This design comes from an exercise in tuning for small area, a short achievable clock period and few clock cycles on the open sky130 flow, not from production work. In this exercise RTL edits were held to simulation tests only and were not proved equivalent to the original.

==> flow/design.v <==
`timescale 1ns / 1ps
module int_encoder # (
		parameter VECTOR_INT_TABLE_SIZE = 0
)(
		input rst,
		input [((VECTOR_INT_TABLE_SIZE == 0) ? 0 : VECTOR_INT_TABLE_SIZE-1):0]int_sig_in,
		output int_request,
		output reg[(VECTOR_INT_TABLE_SIZE ? (clogb2(VECTOR_INT_TABLE_SIZE) - 1) : 0)  : 0]int_vect
);
function integer clogb2;
	input integer depth;
	for (clogb2=0; depth>0; clogb2=clogb2+1)
		depth = depth >> 1;
endfunction
integer j;
always @ * begin
	int_vect <= 0;
	if(VECTOR_INT_TABLE_SIZE != 0) begin
		for (j=VECTOR_INT_TABLE_SIZE-1; j>=0; j=j-1)
		if (int_sig_in[j]) 
			int_vect <= j+1;
	end
end
assign int_request = (int_vect != 0 && VECTOR_INT_TABLE_SIZE != 'h0);
endmodule
module risc_v #(
	parameter DEBUG = "FALSE",
	parameter PLATFORM = "XILINX",
	parameter SINGLE_BUS = "TRUE",
	parameter READ_SIG_ENABLED = "TRUE",
	parameter DATA_BUS_ALWAYS_CONNECTED = "TRUE",
	parameter PRE_ADDR_REG_OUTS = "FALSE",
	parameter ADDR_BUS_WIDTH = 16,
	parameter RESET_VECTOR = 16'h8000,
	parameter EXTENSION_C = "TRUE",
	parameter EXTENSION_M = "TRUE",
	parameter EXTENSION_MDIV = "FALSE",
	parameter WATCHDOG_CNT_WIDTH = 0,
	parameter VECTOR_INT_TABLE_SIZE = 0,
	parameter STALL_INPUT_LINES = 1
)(
	input rst_i,
	input clk_i,
	input [STALL_INPUT_LINES - 1:0]core_stall_i,
	output [ADDR_BUS_WIDTH - 1:0]pgm_addr_o,
	input [31:0]pgm_inst_i,
	output reg [ADDR_BUS_WIDTH - 1:0]data_addr_o,
	output reg [31:0]data_o,
	output reg data_wr_w_o,
	output reg data_wr_h_o,
	output reg data_wr_b_o,
	input data_wr_ack_i,
	input [31:0]data_i,
	output reg data_rd_w_o,
	output reg data_rd_h_o,
	output reg data_rd_b_o,
	input data_rd_valid_i,
	input [(VECTOR_INT_TABLE_SIZE == 0 ? 0 : VECTOR_INT_TABLE_SIZE - 1):0]int_sig_i,
	output reg [(VECTOR_INT_TABLE_SIZE == 0 ? 0 : VECTOR_INT_TABLE_SIZE - 1):0]int_ack_o,
	output int_en_o
);
reg [31:0]instruction_latch;
reg [1:0]stage_cnt;
reg [1:0]stage_cnt_latch;
reg skip_execution;
reg skip_execution_latch;
reg enter_interrupt;
reg enter_interrupt_now;
reg [31:0]inst_now;
reg after_reset;
reg [1:0]load_from_interrupt_stage_cnt;
wire [4:0]rs1a = PRE_ADDR_REG_OUTS == "TRUE" ? (SINGLE_BUS == "TRUE" ? data_i[19:15] : pgm_inst_i[19:15]) : instruction_latch[19:15];
wire [31:0]rs1;
wire [4:0]rs2a = PRE_ADDR_REG_OUTS == "TRUE" ? (SINGLE_BUS == "TRUE" ? data_i[24:20] : pgm_inst_i[24:20]) : instruction_latch[24:20];
wire [31:0]rs2;
wire [4:0]rda = instruction_latch[11:7];
wire [31:0]rd_alu;
reg [31:0]rd;
reg rdw;
reg [31:0]data_sysreg_int;
reg sysreg_rd;
wire rs1_eq_rs2;
wire rs1_lt_rs2;
wire rs1_ltu_rs2;
reg [ADDR_BUS_WIDTH - 1:0] PC;
assign pgm_addr_o = SINGLE_BUS == "TRUE" ? {ADDR_BUS_WIDTH{1'b0}} : PC;
reg [ADDR_BUS_WIDTH - 1:0] pc_latch_1;
reg [ADDR_BUS_WIDTH - 1:0]RIP;  
reg [7:0]reg_mie;						 
reg [7:0]reg_mstatus;					 
reg [7:0]reg_mcause;					 
reg [ADDR_BUS_WIDTH - 1:0]reg_mscratch;	 
wire [ADDR_BUS_WIDTH - 1:0]PC_FOR_AUIPC_AND_REL_JMP = PC - 4;
assign int_en_o = reg_mstatus[3];
reg put_int_table_addr;
function integer clogb2;
	input integer depth;
	for (clogb2=0; depth>0; clogb2=clogb2+1)
		depth = depth >> 1;
endfunction
always @ (posedge clk_i) begin
	data_sysreg_int <= data_i;
	sysreg_rd <= 1'b0;
	if(~rst_i) begin
		if(~|data_addr_o[ADDR_BUS_WIDTH - 1:8] && data_rd_w_o) begin
			sysreg_rd <= 1'b1;
			case(data_addr_o[7:2])
				(6'h05): data_sysreg_int <= reg_mcause;
				(6'h02): data_sysreg_int <= RIP;
				(6'h00): data_sysreg_int <= reg_mstatus;
			endcase
		end
	end
end
wire int_request;
wire [(VECTOR_INT_TABLE_SIZE ? (clogb2(VECTOR_INT_TABLE_SIZE) - 1) : 0)  : 0]current_int_vect_request;
int_encoder # (
	.VECTOR_INT_TABLE_SIZE(VECTOR_INT_TABLE_SIZE)
)int_encoder_inst(
	.rst(rst_i),
	.int_sig_in(int_sig_i),
	.int_request(int_request),
	.int_vect(current_int_vect_request)
);
always @ * begin
	if(SINGLE_BUS == "TRUE") begin
		data_addr_o = PC;
	end else begin
		if(DATA_BUS_ALWAYS_CONNECTED != "TRUE") begin
			data_addr_o = {ADDR_BUS_WIDTH{1'b0}};
		end
	end
	rd = rd_alu;
	rdw = 1'b0;
	data_wr_w_o = 1'b0;
	data_wr_h_o = 1'b0;
	data_wr_b_o = 1'b0;
	if(DATA_BUS_ALWAYS_CONNECTED == "TRUE") begin
		data_o = rs2;
	end else begin
		data_o = 32'b0;
	end
	data_rd_w_o = 1'b0;
	data_rd_h_o = 1'b0;
	data_rd_b_o = 1'b0;
	casex({enter_interrupt, put_int_table_addr, skip_execution_latch, stage_cnt, instruction_latch})
		{1'b0, 1'b0, 1'd0, 2'd1, 32'bxxxxxxxxxxxxxxxxxxxxxxxxx0000011}: begin
			data_addr_o = rs1 + {{21{instruction_latch[31]}}, instruction_latch[30:20]};
		end
		{1'b0, 1'b0, 1'd0, SINGLE_BUS == "TRUE" ? 2'd1 : 2'd0, 32'bxxxxxxxxxxxxxxxxxxxxxxxxx0100011}: begin
			data_addr_o = rs1 + {{21{instruction_latch[31]}}, instruction_latch[30:25], instruction_latch[11:7]};
		end
	endcase
	casex({enter_interrupt, skip_execution_latch, stage_cnt_latch, instruction_latch})
		{1'b0, 1'b0, 2'd0, 32'bxxxxxxxxxxxxxxxxxxxxxxxxx0000011}: begin
			if(DEBUG == "TRUE" || READ_SIG_ENABLED == "TRUE") begin
				case(instruction_latch[14:12])
					{3'b000},
					{3'b100}: data_rd_b_o = 1'b1;
					{3'b001},
					{3'b101}: data_rd_h_o = 1'b1;
					{3'b010}: data_rd_w_o = 1'b1;
				endcase
			end
		end
		{1'b0, 1'b0, 2'd1, 32'bxxxxxxxxxxxxxxxxxxxxxxxxx0000011}: begin
			case(instruction_latch[14:12])
				{3'b000}: rd = sysreg_rd ? {{24{data_sysreg_int[7]}}, data_sysreg_int[7:0]} : {{24{data_i[7]}}, data_i[7:0]};
				{3'b100}: rd = sysreg_rd ? {24'h000000, data_sysreg_int[7:0]} : {24'h000000, data_i[7:0]};
				{3'b001}: rd = sysreg_rd ? {{16{data_sysreg_int[15]}}, data_sysreg_int[15:0]} : {{16{data_i[15]}}, data_i[15:0]};
				{3'b101}: rd = sysreg_rd ? {16'h0000, data_sysreg_int[15:0]} : {16'h0000, data_i[15:0]};
				{3'b010}: rd = sysreg_rd ? data_sysreg_int : data_i;
			endcase
			rdw = 1'b1;
		end
		{1'b0, 1'b0, 2'bx0, 32'bxxxxxxxxxxxxxxxxxxxxxxxxx0110111}: begin
			rd = {instruction_latch[31:12], 12'h000};
			rdw = 1'b1;
		end
		{1'b0, 1'b0, 2'bx0, 32'bxxxxxxxxxxxxxxxxxxxxxxxxx0010111}: begin
			rd = pc_latch_1 + {instruction_latch[31:12], 12'h000} - 4;
			rdw = 1'b1;
		end
		{1'b0, 1'b0, 2'bx0, 32'bxxxxxxxxxxxxxxxxxxxxxxxxx1101111},
		{1'b0, 1'b0, 2'bx0, 32'bxxxxxxxxxxxxxxxxx000xxxxx1100111}: begin
			rd = pc_latch_1;
			rdw = 1'b1;
		end
		{1'b0, 1'b0, 2'd0, 32'b0x00000xxxxxxxxxxxxxxxxxx0110011},
		{1'b0, 1'b0, 2'd0, 32'bxxxxxxxxxxxxxxxxxxxxxxxxx001x011},
		{1'b0, 1'b0, 2'd0, 32'b0x00000xxxxxxxxxxxxxxxxxx0111011},
		{1'b0, 1'b0, 2'd0, 32'b0000001xxxxxxxxxxxxxxxxxx0110011}: rdw = 1'b1;
	endcase
	casex({enter_interrupt, skip_execution_latch, stage_cnt, instruction_latch})
		{1'b0, 1'b0, SINGLE_BUS == "TRUE" ? 2'd1 : 2'dx, 32'bxxxxxxxxxxxxxxxxxxxxxxxxx0100011}: begin
			if(DATA_BUS_ALWAYS_CONNECTED != "TRUE") begin
				data_o = rs2;
			end
			case(instruction_latch[13:12])
				2'b00: data_wr_b_o = 1'b1;
				2'b01: data_wr_h_o = 1'b1;
				2'b10: data_wr_w_o = 1'b1;
			endcase
		end
	endcase
end
always @ (posedge clk_i) begin
	skip_execution_latch <= skip_execution;
	pc_latch_1 <= PC;
	stage_cnt_latch <= stage_cnt;
	stage_cnt <= 1'd0;
	skip_execution <= 1'b0;
	enter_interrupt_now = 1'b0;
	inst_now = instruction_latch;
	int_ack_o <= 'b0;
	put_int_table_addr <= 1'b0;
    if(rst_i) begin
		PC <= RESET_VECTOR;
		inst_now = 32'h0;
		after_reset <= 1'b1;
		load_from_interrupt_stage_cnt <= 2'd0;
		reg_mstatus[3] <= 1'b1;
    end else begin
		after_reset <= 1'b0;
		PC <= PC + 4;
		if(~|stage_cnt) begin
			inst_now = SINGLE_BUS == "TRUE" ? data_i : pgm_inst_i;
			if(~skip_execution && int_request && int_en_o) begin
				if(VECTOR_INT_TABLE_SIZE != 0) begin
					PC <= RESET_VECTOR + 4;
					RIP <= PC_FOR_AUIPC_AND_REL_JMP;
					put_int_table_addr <= 1'b1;
					int_ack_o <= 2 ** (current_int_vect_request - 1);
					reg_mcause <= current_int_vect_request - 1;
					reg_mstatus[3] <= 1'b0;
					stage_cnt <= 2'd1;
					skip_execution <= 1'b1;
					enter_interrupt_now = 1'b1;
				end
			end
		end
        if(~|data_addr_o[ADDR_BUS_WIDTH - 1:8] && data_wr_w_o)
        begin
            case(data_addr_o[7:0])
            	(6'h02): RIP <= rs2;
            	(6'h00): reg_mstatus <= rs2;
            endcase
        end
		casex({enter_interrupt_now, skip_execution, stage_cnt, inst_now})
			{1'b0, 1'b0, 2'd0, 32'b001100000010xxxxxxxxxxxxx1110011}: begin
				if(VECTOR_INT_TABLE_SIZE != 0) begin
					PC <= RIP;
					skip_execution <= 1'b1;
					reg_mstatus[3] <= 1'b1;
				end
			end
			{1'b0, 1'b0, 2'd0, 32'bxxxxxxxxxxxxxxxxxxxxxxxxx0100011}: begin
				if(SINGLE_BUS == "TRUE") begin
					PC <= PC;
					stage_cnt <= 2'd1;
				end
			end
			{1'b0, 1'b0, 2'd1, 32'bxxxxxxxxxxxxxxxxxxxxxxxxx0100011}: begin
				if(SINGLE_BUS == "TRUE") begin
					PC <= PC;
					stage_cnt <= 2'd2;
				end
			end
			{1'b0, 1'b0, 2'd0, 32'bxxxxxxxxxxxxxxxxxxxxxxxxx0000011}: begin
				PC <= PC;
				stage_cnt <= 2'd1;
			end
			{1'b0, 1'b0, 2'd1, 32'bxxxxxxxxxxxxxxxxxxxxxxxxx0000011}: begin
				if(SINGLE_BUS == "TRUE") begin
					PC <= PC;
					stage_cnt <= 2'd2;
				end
			end
			{1'b0, 1'b0, 2'd0, 32'bxxxxxxxxxxxxxxxxxxxxxxxxx1101111}: begin
				PC <= ( after_reset ? pc_latch_1 : PC_FOR_AUIPC_AND_REL_JMP) + {{12{inst_now[31]}}, inst_now[19:12], inst_now[20], inst_now[30:21], 1'b0};
				skip_execution <= 1'b1;
			end
			{1'b0, 1'b0, 2'd0, 32'bxxxxxxxxxxxxxxxxx000xxxxx1100111}: begin
				PC <= PC;
				stage_cnt <= 2'd1;
			end
			{1'b0, 1'b0, 2'd1, 32'bxxxxxxxxxxxxxxxxx000xxxxx1100111}: begin
				skip_execution <= 1'b1;
				PC <= {{21{inst_now[31]}}, inst_now[30:20]} + {rs1[31:1], 1'b0};
			end
			{1'b0, 1'b0, 2'd0, 32'bxxxxxxxxxxxxxxxxx00xxxxxx1100011},
			{1'b0, 1'b0, 2'd0, 32'bxxxxxxxxxxxxxxxxx10xxxxxx1100011},
			{1'b0, 1'b0, 2'd0, 32'bxxxxxxxxxxxxxxxxx11xxxxxx1100011}: begin
				PC <= PC;
				stage_cnt <= 2'd1;
			end
			{1'b0, 1'b0, 2'd1, 32'bxxxxxxxxxxxxxxxxx00xxxxxx1100011}: begin
				if(rs1_eq_rs2 ^ inst_now[12]) begin
					PC <= PC_FOR_AUIPC_AND_REL_JMP + {{21{inst_now[31]}}, inst_now[7], inst_now[30:25], inst_now[11:8], 1'b0};
					skip_execution <= 1'b1;
				end
			end
			{1'b0, 1'b0, 2'd1, 32'bxxxxxxxxxxxxxxxxx10xxxxxx1100011}: begin
				if(rs1_lt_rs2 ^ inst_now[12]) begin
					PC <= PC_FOR_AUIPC_AND_REL_JMP + {{21{inst_now[31]}}, inst_now[7], inst_now[30:25], inst_now[11:8], 1'b0};
					skip_execution <= 1'b1;
				end
			end
			{1'b0, 1'b0, 2'd1, 32'bxxxxxxxxxxxxxxxxx11xxxxxx1100011}: begin
				if(rs1_ltu_rs2 ^ inst_now[12]) begin
					PC <= PC_FOR_AUIPC_AND_REL_JMP + {{21{inst_now[31]}}, inst_now[7], inst_now[30:25], inst_now[11:8], 1'b0};
					skip_execution <= 1'b1;
				end
			end
        endcase
    end
	instruction_latch <= inst_now;
	enter_interrupt <= enter_interrupt_now;
end
regs # (
	.PLATFORM(PLATFORM),
	.PRE_ADDR_REG_OUTS(PRE_ADDR_REG_OUTS)
)regs_inst(
	.clk(clk_i),
	.rs1a(rs1a),
	.rs1(rs1),
	.rs1r(1'b1),
	.rs2a(rs2a),
	.rs2(rs2),
	.rs2r(1'b1),
	.rda(rda),
	.rd(rd),
	.rdw(rdw)
);
risc_v_alu_lite # (
	.PLATFORM("XILINX"),
	.EXTENSION_M(EXTENSION_M),
	.EXTENSION_MDIV(EXTENSION_MDIV)
)risc_v_alu_lite_inst(
	.clk(clk_i),
	.instruction(instruction_latch),
	.rs1(rs1),
	.rs2(rs2),
	.rd(rd_alu),
	.rs1_eq_rs2(rs1_eq_rs2),
	.rs1_lt_rs2(rs1_lt_rs2),
	.rs1_ltu_rs2(rs1_ltu_rs2),
	.arith_inst_decode_fault() 
);
endmodule
`timescale 1ns / 1ps
module risc_v_alu_lite # (
	parameter PLATFORM = "XILINX",
	parameter EXTENSION_M = "FALSE",
	parameter EXTENSION_MDIV = "FALSE"
)(
	input clk,
	input [31:0]instruction,
	input [31:0]rs1,
	input [31:0]rs2,
	output reg[31:0]rd,
	output rs1_eq_rs2,
	output rs1_lt_rs2,
	output rs1_ltu_rs2,
	output reg arith_inst_decode_fault 
);
reg [31:0]TMP;
reg [63:0]TMP1;
reg [63:0]TMP2;
function [31:0]SLL;
	input [31:0]val_in;
	input [4:0]shift;
	begin
		case(shift)
		5'h00: SLL = val_in;
		5'h01: SLL = {val_in[30:0], 1'h0};
		5'h02: SLL = {val_in[29:0], 2'h0};
		5'h03: SLL = {val_in[28:0], 3'h0};
		5'h04: SLL = {val_in[27:0], 4'h0};
		5'h05: SLL = {val_in[26:0], 5'h0};
		5'h06: SLL = {val_in[25:0], 6'h0};
		5'h07: SLL = {val_in[24:0], 7'h0};
		5'h08: SLL = {val_in[23:0], 8'h0};
		5'h09: SLL = {val_in[22:0], 9'h0};
		5'h0A: SLL = {val_in[21:0], 10'h0};
		5'h0B: SLL = {val_in[20:0], 11'h0};
		5'h0C: SLL = {val_in[19:0], 12'h0};
		5'h0D: SLL = {val_in[18:0], 13'h0};
		5'h0E: SLL = {val_in[17:0], 14'h0};
		5'h0F: SLL = {val_in[16:0], 15'h0};
		5'h10: SLL = {val_in[15:0], 16'h0};
		5'h11: SLL = {val_in[14:0], 17'h0};
		5'h12: SLL = {val_in[13:0], 18'h0};
		5'h13: SLL = {val_in[12:0], 19'h0};
		5'h14: SLL = {val_in[11:0], 20'h0};
		5'h15: SLL = {val_in[10:0], 21'h0};
		5'h16: SLL = {val_in[9:0], 22'h0};
		5'h17: SLL = {val_in[8:0], 23'h0};
		5'h18: SLL = {val_in[7:0], 24'h0};
		5'h19: SLL = {val_in[6:0], 25'h0};
		5'h1A: SLL = {val_in[5:0], 26'h0};
		5'h1B: SLL = {val_in[4:0], 27'h0};
		5'h1C: SLL = {val_in[3:0], 28'h0};
		5'h1D: SLL = {val_in[2:0], 29'h0};
		5'h1E: SLL = {val_in[1:0], 30'h0};
		5'h1F: SLL = {val_in[0], 31'h0};
		endcase
	end
endfunction
function [31:0]SRAL;
	input [31:0]val_in;
	input [4:0]shift;
	input arithmetic;
	begin
		case(shift)
		5'h00: SRAL = val_in;
		5'h01: SRAL = {{1{arithmetic}}, val_in[31:1]};
		5'h02: SRAL = {{2{arithmetic}}, val_in[31:2]};
		5'h03: SRAL = {{3{arithmetic}}, val_in[31:3]};
		5'h04: SRAL = {{4{arithmetic}}, val_in[31:4]};
		5'h05: SRAL = {{5{arithmetic}}, val_in[31:5]};
		5'h06: SRAL = {{6{arithmetic}}, val_in[31:6]};
		5'h07: SRAL = {{7{arithmetic}}, val_in[31:7]};
		5'h08: SRAL = {{8{arithmetic}}, val_in[31:8]};
		5'h09: SRAL = {{9{arithmetic}}, val_in[31:9]};
		5'h0A: SRAL = {{10{arithmetic}}, val_in[31:10]};
		5'h0B: SRAL = {{11{arithmetic}}, val_in[31:11]};
		5'h0C: SRAL = {{12{arithmetic}}, val_in[31:12]};
		5'h0D: SRAL = {{13{arithmetic}}, val_in[31:13]};
		5'h0E: SRAL = {{14{arithmetic}}, val_in[31:14]};
		5'h0F: SRAL = {{15{arithmetic}}, val_in[31:15]};
		5'h10: SRAL = {{16{arithmetic}}, val_in[31:16]};
		5'h11: SRAL = {{17{arithmetic}}, val_in[31:17]};
		5'h12: SRAL = {{18{arithmetic}}, val_in[31:18]};
		5'h13: SRAL = {{19{arithmetic}}, val_in[31:19]};
		5'h14: SRAL = {{20{arithmetic}}, val_in[31:20]};
		5'h15: SRAL = {{21{arithmetic}}, val_in[31:21]};
		5'h16: SRAL = {{22{arithmetic}}, val_in[31:22]};
		5'h17: SRAL = {{23{arithmetic}}, val_in[31:23]};
		5'h18: SRAL = {{24{arithmetic}}, val_in[31:24]};
		5'h19: SRAL = {{25{arithmetic}}, val_in[31:25]};
		5'h1A: SRAL = {{26{arithmetic}}, val_in[31:26]};
		5'h1B: SRAL = {{27{arithmetic}}, val_in[31:27]};
		5'h1C: SRAL = {{28{arithmetic}}, val_in[31:28]};
		5'h1D: SRAL = {{29{arithmetic}}, val_in[31:29]};
		5'h1E: SRAL = {{30{arithmetic}}, val_in[31:30]};
		5'h1F: SRAL = {{31{arithmetic}}, val_in[31]};
		endcase
	end
endfunction
reg SRAL_INPUT_BIT;
wire [31:0]SRAL_OUTPUT = SRAL(rs1, TMP[4:0], SRAL_INPUT_BIT);
reg [63:0]mul_result_int;
reg [63:0]div_result_int;
generate
always @ * begin
	if(PLATFORM == "XILINX" || PLATFORM == "ALTERA") begin
		(* use_dsp48 = "yes" *)
		div_result_int = TMP1 / TMP2;
	end else begin
		(* use_dsp48 = "yes" *)
		div_result_int = TMP1 / TMP2;
	end
end
endgenerate
assign rs1_eq_rs2 = rs1 == rs2;
assign rs1_lt_rs2 = $signed(rs1) < $signed(TMP);
assign rs1_ltu_rs2 = rs1 < TMP;
reg add_sub_int;
wire [31:0]RD_ADDI_ADDIW_ADD_ADDW_SUB_SUBW;
wire signed [65:0]mul_result_s_int;
wire signed [32:0]mul_s_a;
wire signed [32:0]mul_s_b;
generate
if(PLATFORM == "iCE40UP") begin
pmi_addsub
#(
  .pmi_data_width   (32),  
  .pmi_sign         ("off"),  
  .pmi_family       ("common"),  
  .module_type      ("pmi_add")   
) add_inst (
  .DataA    (rs1),   
  .DataB    (TMP),   
  .Cin      (1'b0),   
  .Add_Sub  (add_sub_int),   
  .Result   (RD_ADDI_ADDIW_ADD_ADDW_SUB_SUBW),   
  .Cout     ( ),   
  .Overflow ( )    
);
if(EXTENSION_M == "TRUE") begin
MUL_DEV MUL_DEV_inst(
		.clk_i(clk), 
        .clk_en_i(1'b1),
		.data_a_i(TMP1[32:0]), 
        .data_b_i(TMP2[32:0]), 
        .result_o(mul_result_s_int)
		) ;
end
end else begin
assign RD_ADDI_ADDIW_ADD_ADDW_SUB_SUBW = rs1 + TMP;
assign mul_s_a = TMP1;
assign mul_s_b = TMP2;
assign mul_result_s_int = mul_s_a * mul_s_b;
end
endgenerate
wire [31:0]RD_SLL_SLLW_SLLI_SLLIW = SLL(rs1, TMP[4:0]);
wire [31:0]RD_SLTI_SLT = {31'h0, rs1_lt_rs2};
wire [31:0]RD_SLTIU_SLTU = {31'h0, rs1_ltu_rs2};
wire [31:0]RD_SRL_SRLW_SRLI_SRLIW_SRA_SRAW_SRAI_SRAIW = SRAL_OUTPUT;
wire [31:0]RD_XORI_XOR = rs1 ^ TMP;
wire [31:0]RD_ORI_OR = rs1 | TMP;
wire [31:0]RD_ANDI_AND = rs1 & TMP;
always @ * begin
	rd = 32'h00000000;
	arith_inst_decode_fault = 1'b1;
	casex(instruction)
		32'bxxxxxxxxxxxxxxxxxxxxxxxxx001x011: TMP = {{21{instruction[31]}}, instruction[30:20]};
		default: TMP = rs2;
	endcase
	if(PLATFORM == "iCE40UP") begin
		add_sub_int = 1'b0;
		casex({instruction[30], instruction[25], instruction[14:12], instruction[6:0]})
			12'b10000011x011: add_sub_int = 1'b1;
		endcase
	end else begin
		casex({instruction[30], instruction[25], instruction[14:12], instruction[6:0]})
			12'b10000011x011: TMP = 0 - TMP;
		endcase
	end
	casex({instruction[30], instruction[25], instruction[14:12], instruction[6:0]})
		12'b101010x1x011: SRAL_INPUT_BIT <= rs1[31];
		 default: SRAL_INPUT_BIT <= 1'b0;
	endcase
	TMP1 = {rs1[31:0], 1'h0};
	TMP2 = {rs2[31:0], 1'h0};
	casex({instruction[30], instruction[25], instruction[14:12], instruction[6:0]})
		12'b010000110011,
		12'b010010110011: begin
			if(EXTENSION_M == "TRUE") begin
				arith_inst_decode_fault = 1'b0;
				TMP1 = {rs1[31:0], 1'h0};
				TMP2 = {rs2[31:0], 1'h0};
			end
		end
		12'b010100110011: begin
			if(EXTENSION_M == "TRUE") begin
				arith_inst_decode_fault = 1'b0;
				TMP1 = {rs1[31:0], 1'h0};
				TMP2 = {1'h0, rs2[31:0]};
			end
		end
		12'b010110110011: begin
			if(EXTENSION_M == "TRUE") begin
				arith_inst_decode_fault = 1'b0;
				TMP1 = {1'h0, rs1[31:0]};
				TMP2 = {1'h0, rs2[31:0]};
			end
		end
		12'b011000110011: begin
			if(EXTENSION_MDIV == "TRUE") begin
				arith_inst_decode_fault = 1'b0;
				TMP1 = {1'b0, rs1[30:0], 32'h00000000};
				TMP2 = {1'b0, rs2[30:0], 32'h00000000};
			end
		end
		12'b011010110011: begin
			if(EXTENSION_MDIV == "TRUE") begin
				arith_inst_decode_fault = 1'b0;
				TMP1 = {rs1, 32'h00000000};
				TMP2 = {rs2, 32'h00000000};
			end
		end
		12'b011100110011: begin
			if(EXTENSION_MDIV == "TRUE") begin
				arith_inst_decode_fault = 1'b0;
				TMP1 = {1'b0, rs1[30:0], 32'h00000000};
				TMP2 = {1'b0, rs2[30:0], 32'h00000000};
			end
		end
		12'b011110110011: begin
			if(EXTENSION_MDIV == "TRUE") begin
				arith_inst_decode_fault = 1'b0;
				TMP1 = {rs1, 32'h00000000};
				TMP2 = {rs2, 32'h00000000};
			end
		end
	endcase
	casex({instruction[30], instruction[25], instruction[14:12], instruction[6:0]})
		12'bxx000001x011,
		12'b00000011x011,
		12'b10000011x011: begin
			arith_inst_decode_fault = 1'b0;
			rd = RD_ADDI_ADDIW_ADD_ADDW_SUB_SUBW; 
		end
		12'b000010x1x011: begin
			arith_inst_decode_fault = 1'b0;
			rd = RD_SLL_SLLW_SLLI_SLLIW; 
		end
		12'bxx0100010011,
		12'b000100110011: begin
			arith_inst_decode_fault = 1'b0;
			rd = RD_SLTI_SLT; 
		end
		12'bxx0110010011,
		12'b000110110011: begin
			arith_inst_decode_fault = 1'b0;
			rd = RD_SLTIU_SLTU; 
		end
		12'b001010x1x011,
		12'b101010x1x011: begin
			arith_inst_decode_fault = 1'b0;
			rd = RD_SRL_SRLW_SRLI_SRLIW_SRA_SRAW_SRAI_SRAIW; 
		end
		12'bxx1000x10011: begin
			arith_inst_decode_fault = 1'b0;
			rd = RD_XORI_XOR; 
		end
		12'bxx1100x10011: begin
			arith_inst_decode_fault = 1'b0;
			rd = RD_ORI_OR; 
		end
		12'bxx1110x10011: begin
			arith_inst_decode_fault = 1'b0;
			rd = RD_ANDI_AND; 
		end
		12'b010000110011: begin
			if(EXTENSION_M == "TRUE") begin
				arith_inst_decode_fault = 1'b0;
				rd = mul_result_s_int[33:2];
			end
		end
		12'b010010110011: begin
			if(EXTENSION_M == "TRUE") begin
				arith_inst_decode_fault = 1'b0;
				rd = mul_result_s_int[65:34];
			end
		end
		12'b010100110011: begin
			if(EXTENSION_M == "TRUE") begin
				arith_inst_decode_fault = 1'b0;
				rd = mul_result_s_int[64:33];
			end
		end
		12'b010110110011: begin
			if(EXTENSION_M == "TRUE") begin
				arith_inst_decode_fault = 1'b0;
				rd = mul_result_s_int[63:32];
			end
		end
		12'b011000110011: begin
			if(EXTENSION_MDIV == "TRUE") begin
				arith_inst_decode_fault = 1'b0;
				rd = {TMP1[63] ^ TMP2[63], div_result_int[62:32]};
			end
		end
		12'b011010110011: begin
			if(EXTENSION_MDIV == "TRUE") begin
				arith_inst_decode_fault = 1'b0;
				rd = div_result_int[63:32];
			end
		end
		12'b011100110011: begin
			if(EXTENSION_MDIV == "TRUE") begin
				arith_inst_decode_fault = 1'b0;
				rd = {TMP1[63] ^ TMP2[63], div_result_int[31:1]};
			end
		end
		12'b011110110011: begin
			if(EXTENSION_MDIV == "TRUE") begin
				arith_inst_decode_fault = 1'b0;
				rd = div_result_int[31:0];
			end
		end
	endcase
end
endmodule
`timescale 1ns / 1ps
module regs # (
	parameter PLATFORM = "XILINX",
	parameter PRE_ADDR_REG_OUTS = "TRUE"
)(
	input clk,
	input [4:0]rs1a,
	output [31:0]rs1,
	input rs1r,
	input [4:0]rs2a,
	output [31:0]rs2,
	input rs2r,
	input [4:0]rda,
	input [31:0]rd,
	input rdw
);
(* ram_style="distributed" *)
reg [31:0]REG[0:31];
always @ (posedge clk) begin
	if(rdw)
		REG[rda] <= rd;
end
reg [31:0]rs1_int;
reg [31:0]rs2_int;
reg isr0_1;
reg isr0_2;
reg [4:0]rs1a_del;
reg [4:0]rs2a_del;
reg rs1r_del;
reg rs2r_del;
reg [4:0]rda_del;
reg [31:0]rd_del;
reg rdw_del;
generate
if(PRE_ADDR_REG_OUTS == "TRUE") begin
	always @ (posedge clk) begin
		rs1a_del <= rs1a;
		rs2a_del <= rs2a;
		rs1r_del <= rs1r;
		rs2r_del <= rs2r;
		rda_del <= rda;
		rd_del <= rd;
		rdw_del <= rdw;
		rs1_int <= REG[rs1a];
		rs2_int <= REG[rs2a];
	end
	assign rs1 = (rs1r_del && rs1a_del != 0) ? (rs1a_del == rda_del && rdw_del ? rd_del : rs1_int) : 32'h00000000;
	assign rs2 = (rs2r_del && rs2a_del != 0) ? (rs2a_del == rda_del && rdw_del ? rd_del : rs2_int) : 32'h00000000;
end else begin
	always @ * begin
		rs1_int = REG[rs1a];
		rs2_int = REG[rs2a];
	end
	assign rs1 = (rs1r && rs1a != 0) ? rs1_int : 32'h00000000;
	assign rs2 = (rs2r && rs2a != 0) ? rs2_int : 32'h00000000;
end
endgenerate
endmodule
==> flow/run.sh <==
#!/bin/bash
# synth_recipe.tcl (not shown) runs the flow's synth.tcl, then flattens the netlist and writes it again
# the make line also repeats each setting of config.mk as NAME=value (left out here)
make -C /OpenROAD-flow-scripts/flow DESIGN_CONFIG=/design/flow/config.mk WORK_HOME=/design/flow/orfs CLKGATE_MAP_FILE= SYNTH_SCRIPT=/design/flow/synth_recipe.tcl finish
==> flow/config.mk <==
export PLATFORM = sky130hd
export DESIGN_NAME = risc_v
export DESIGN_NICKNAME = risc_v
export VERILOG_FILES = /design/flow/design.v
export SDC_FILE = /design/flow/constraint.sdc
export NUM_CORES = 4
export LEC_CHECK = 0
export CAP_MARGIN = 35
export CORE_MARGIN = 2
export CORE_UTILIZATION = 45
export PLACE_DENSITY = 0.6
export SETUP_SLACK_MARGIN = 0.5
export SLEW_MARGIN = 20
==> flow/constraint.sdc <==
create_clock -name core_clock -period 13.0 [get_ports {clk_i}]
set_input_delay 2.6000 -clock core_clock [delete_from_list [all_inputs] [get_ports {clk_i}]]
set_output_delay 2.6000 -clock core_clock [all_outputs]
set_load 0.01 [all_outputs]
==> reports/qor.txt <==
IO Pins: 142
wirelength, routed: 474400 um
outcome: no timing/DRC/antenna violations
setup ws final: 0.5893 ns
Reg2Reg Launch Point: instruction_latch[21]
pin count of the biggest net entering global routing: 62
WS Path Type: reg -> reg
fmax: 80.58 MHz
Clock Pin Slew Worst Setup and Hold Paths: 0.07 ns
synth cell count leaders: 1271 x inv_1, 1152 x fa_1, 1047 x edfxtp_1
Finish-stage setup viols: 0
CP Buf/Inv Count: 11
Critical Path Start Type: flop
Mapped Cells: 9997
wire per inst: 34.87 um
Area Overhead vs Synth: 13.07%
beginning of the critical path: instruction_latch[21]
skew final: 0.09329 ns
Yosys top cell area share: 0.2874
Top cell by count, worst path: fa_1
Iteration-0 DRC Markers: 12898
FF-to-FF End: regs_inst.REG[9][13]
slowest stage delay, CP: 0.86 ns
ys async rst share: 0
worst slew pin tran: 1.089 ns
post-route ant nets: 0
Worst path slowest cell: nor2b_1
cts hold-fix bufs: 0
fin. max-slew vios: 0
Core Footprint: 242500 sq um
global-route wire length before repair: 669200 um
Hold Path Class: reg -> reg
TritonRoute pass-1 iters: 12
fin util: 0.5100
Residual DRC: 0
Fin. Hold Viols: 0
clock latency (worst-skew pair): 0.84 ns
Yosys cell types: 104
GRT Util Overall: 0.3796
Worst Setup EP: regs_inst.REG[9][13]
Die Area: 247100 sq um
count of max-cap constraint violations: 0
Worst path depth: 37
number of global-route vias before repair: 90143
minimum clock period: 12.41 ns
die height: 497.1 um
grt ovf: 0
Seq/Total Area, Yosys: 0.3066
cell family with most CP delay: adder cells
CTS root buf: clkbuf_16
synth warn: 12
crit end category: flop
Via density: 6.654
initial antenna violation count: 35
Die Wd: 497.1 um
R2R Setup Slk: 0.59 ns
TritonCTS clock tree: built
critical path required time: 13.63 ns
CTS max path bufs: 3
Layout Nets: 11908
layout cells sized above 1: 0.1734
starting density of the core: 0.4511
synth top area cells: edfxtp_1 29%, fa_1 21%, mux4_2 12%
CTS Buf Count: 117
Mapped Area: 109400 sq um
most frequent cell after synthesis: inv_1
Synth Flop Type: edfxtp_1
Post-Syn Area per Cell: 10.94 sq um
CP Data Arrival Time: 13.04 ns
dpl ws: 0.1764 ns
CP Max Fanout: 32
row cnt: 181
via count: 90537
crit share post-route: 0.9547
post-DP HPWL: 340400 um
Hold Crit Depth: 0
GP Congestion: 1.132
H-tree depth: 3
Fin Setup TNS: 0 ns
R2R cell count: 37
Synth area leader: edfxtp_1
number of synthesized flops with an enable pin: 1047
unrepaired setup endpoints after global routing: true
clk sinks: 1152
port buffer count: 88
FF+latch count, synth: 1152
Max-slew headroom: 0.2552
## layout make-up
class                   count  area (sq um)
well taps                3202          4006
repair buffers            846          8063
inverters                1289          4851
diodes                     25         62.56
clock inverters            81         943.4
multi-input cells        6871         69160
flip-flops and latches   1152         33570
clock buffers             140          3044
fillers                 21353        118800
## worst min path at each step
stage	startpoint	to	slack, ns
final	PC[0]	pc_latch_1[0]	0.38
after floorplan	PC[10]	pc_latch_1[10]	0.33
after global placement	PC[0]	pc_latch_1[0]	0.36
after detailed placement	PC[0]	pc_latch_1[0]	0.37
after CTS	PC[0]	pc_latch_1[0]	0.38
after global routing	PC[0]	pc_latch_1[0]	0.39
## placed cells by master (no fill, tap or decap), types with 82 or more instances in the layout
master,n
a22oi_1,82
buf_12,101
edfxtp_1,1047
inv_1,1269
clkbuf_16,120
ha_1,409
o22ai_1,178
dfxtp_1,96
nand2_1,951
a21oi_1,342
mux2i_1,128
clkdlybuf4s50_1,87
buf_4,614
xnor2_1,154
a21o_1,103
fa_1,1151
nand2b_1,82
mux4_2,584
nor3_1,94
nor2_1,879
nand3_1,146
o21ai_0,257
## metal layers
metal,routed length [um],track usage
met1,174100,0.4843
met2,204500,0.5577
met3,61940,0.1386
met4,33260,0.2148
met5,648,0.01080
## timing repair
action	4_1_cts	5_1_grt
buffers inserted	14	13
pin swaps	1	4
gates cloned	1	3
resized for setup	10	41
setup endpoints to repair	384	523
## state kept, by name, indices dropped and copies added, names as in the netlist, 2 cells and up
| register | cells |
|---|---|
| reg_mstatus | 8 |
| RIP | 16 |
| stage_cnt_latch | 2 |
| stage_cnt | 2 |
| PC | 16 |
| instruction_latch | 32 |
| pc_latch_1 | 16 |
| regs_inst.REG | 1024 |
| data_sysreg_int | 32 |
## kinds of logic (layout without fill, tap and decap cells)
family | count (synthesis) | in the layout | synth area share
DFF | 1152 | 1152 | 0.3066
adders and majority gates | 1561 | 1561 | 0.2576
AOI/OAI and AO/OA | 1660 | 1661 | 0.1009
buffers and inverters | 1991 | 2356 | 0.07266
xor gates and xnor gates | 237 | 237 | 0.01897
other | 1 | 42 | 0.00003428
and+or+nand+nor | 2641 | 2641 | 0.1070
muxes | 754 | 754 | 0.1363
## per-stage QoR
step | std cells | instance area, sq um | hold WS (ns)
3_3_place_gp | 13284 | 118500 | 0.3648
2_1_floorplan | 10013 | 109500 | 0.3290
6_report | 13606 | 123700 | 0.3839
4_1_cts | 13546 | 123000 | 0.3787
3_5_place_dp | 13310 | 118700 | 0.3748
5_1_grt | 13586 | 123700 | 0.3933
Testbench counts, summed over its fixed seeds: cycles 543,784.

[what the ideal ports hide]
The flow's constraints put no driver on any port. The routed layout listed below was extracted and timed again, unchanged, in two steps.
Step 1 (the two cells are an assumption about what drives the block):
set clk [get_ports {clk_i}]
set_driving_cell -lib_cell sky130_fd_sc_hd__clkbuf_16 $clk
set_driving_cell -lib_cell sky130_fd_sc_hd__buf_2 [delete_from_list [all_inputs] $clk]
Step 2, shift: input delay + t, output delay - t, t = (earliest + latest rising clock arrival at the registers) / 2. This alone moves slack from input paths to output paths.
Three values: ideal, step 1, step 2; two values: the first two.
shift t [ns]: 0.885
slack for setup (ns): 0.589 / 0.589 / 0.589
worst setup path at the end: register to register
worst register clock-pin slew, ns: 0.07 / 0.07
worst slew at a driven data input, ns: 0.06
After both steps this run still meets setup and hold. For this run, drivers alone change the setup slack by 0.000 ns; drivers and shift together by 0.000 ns.
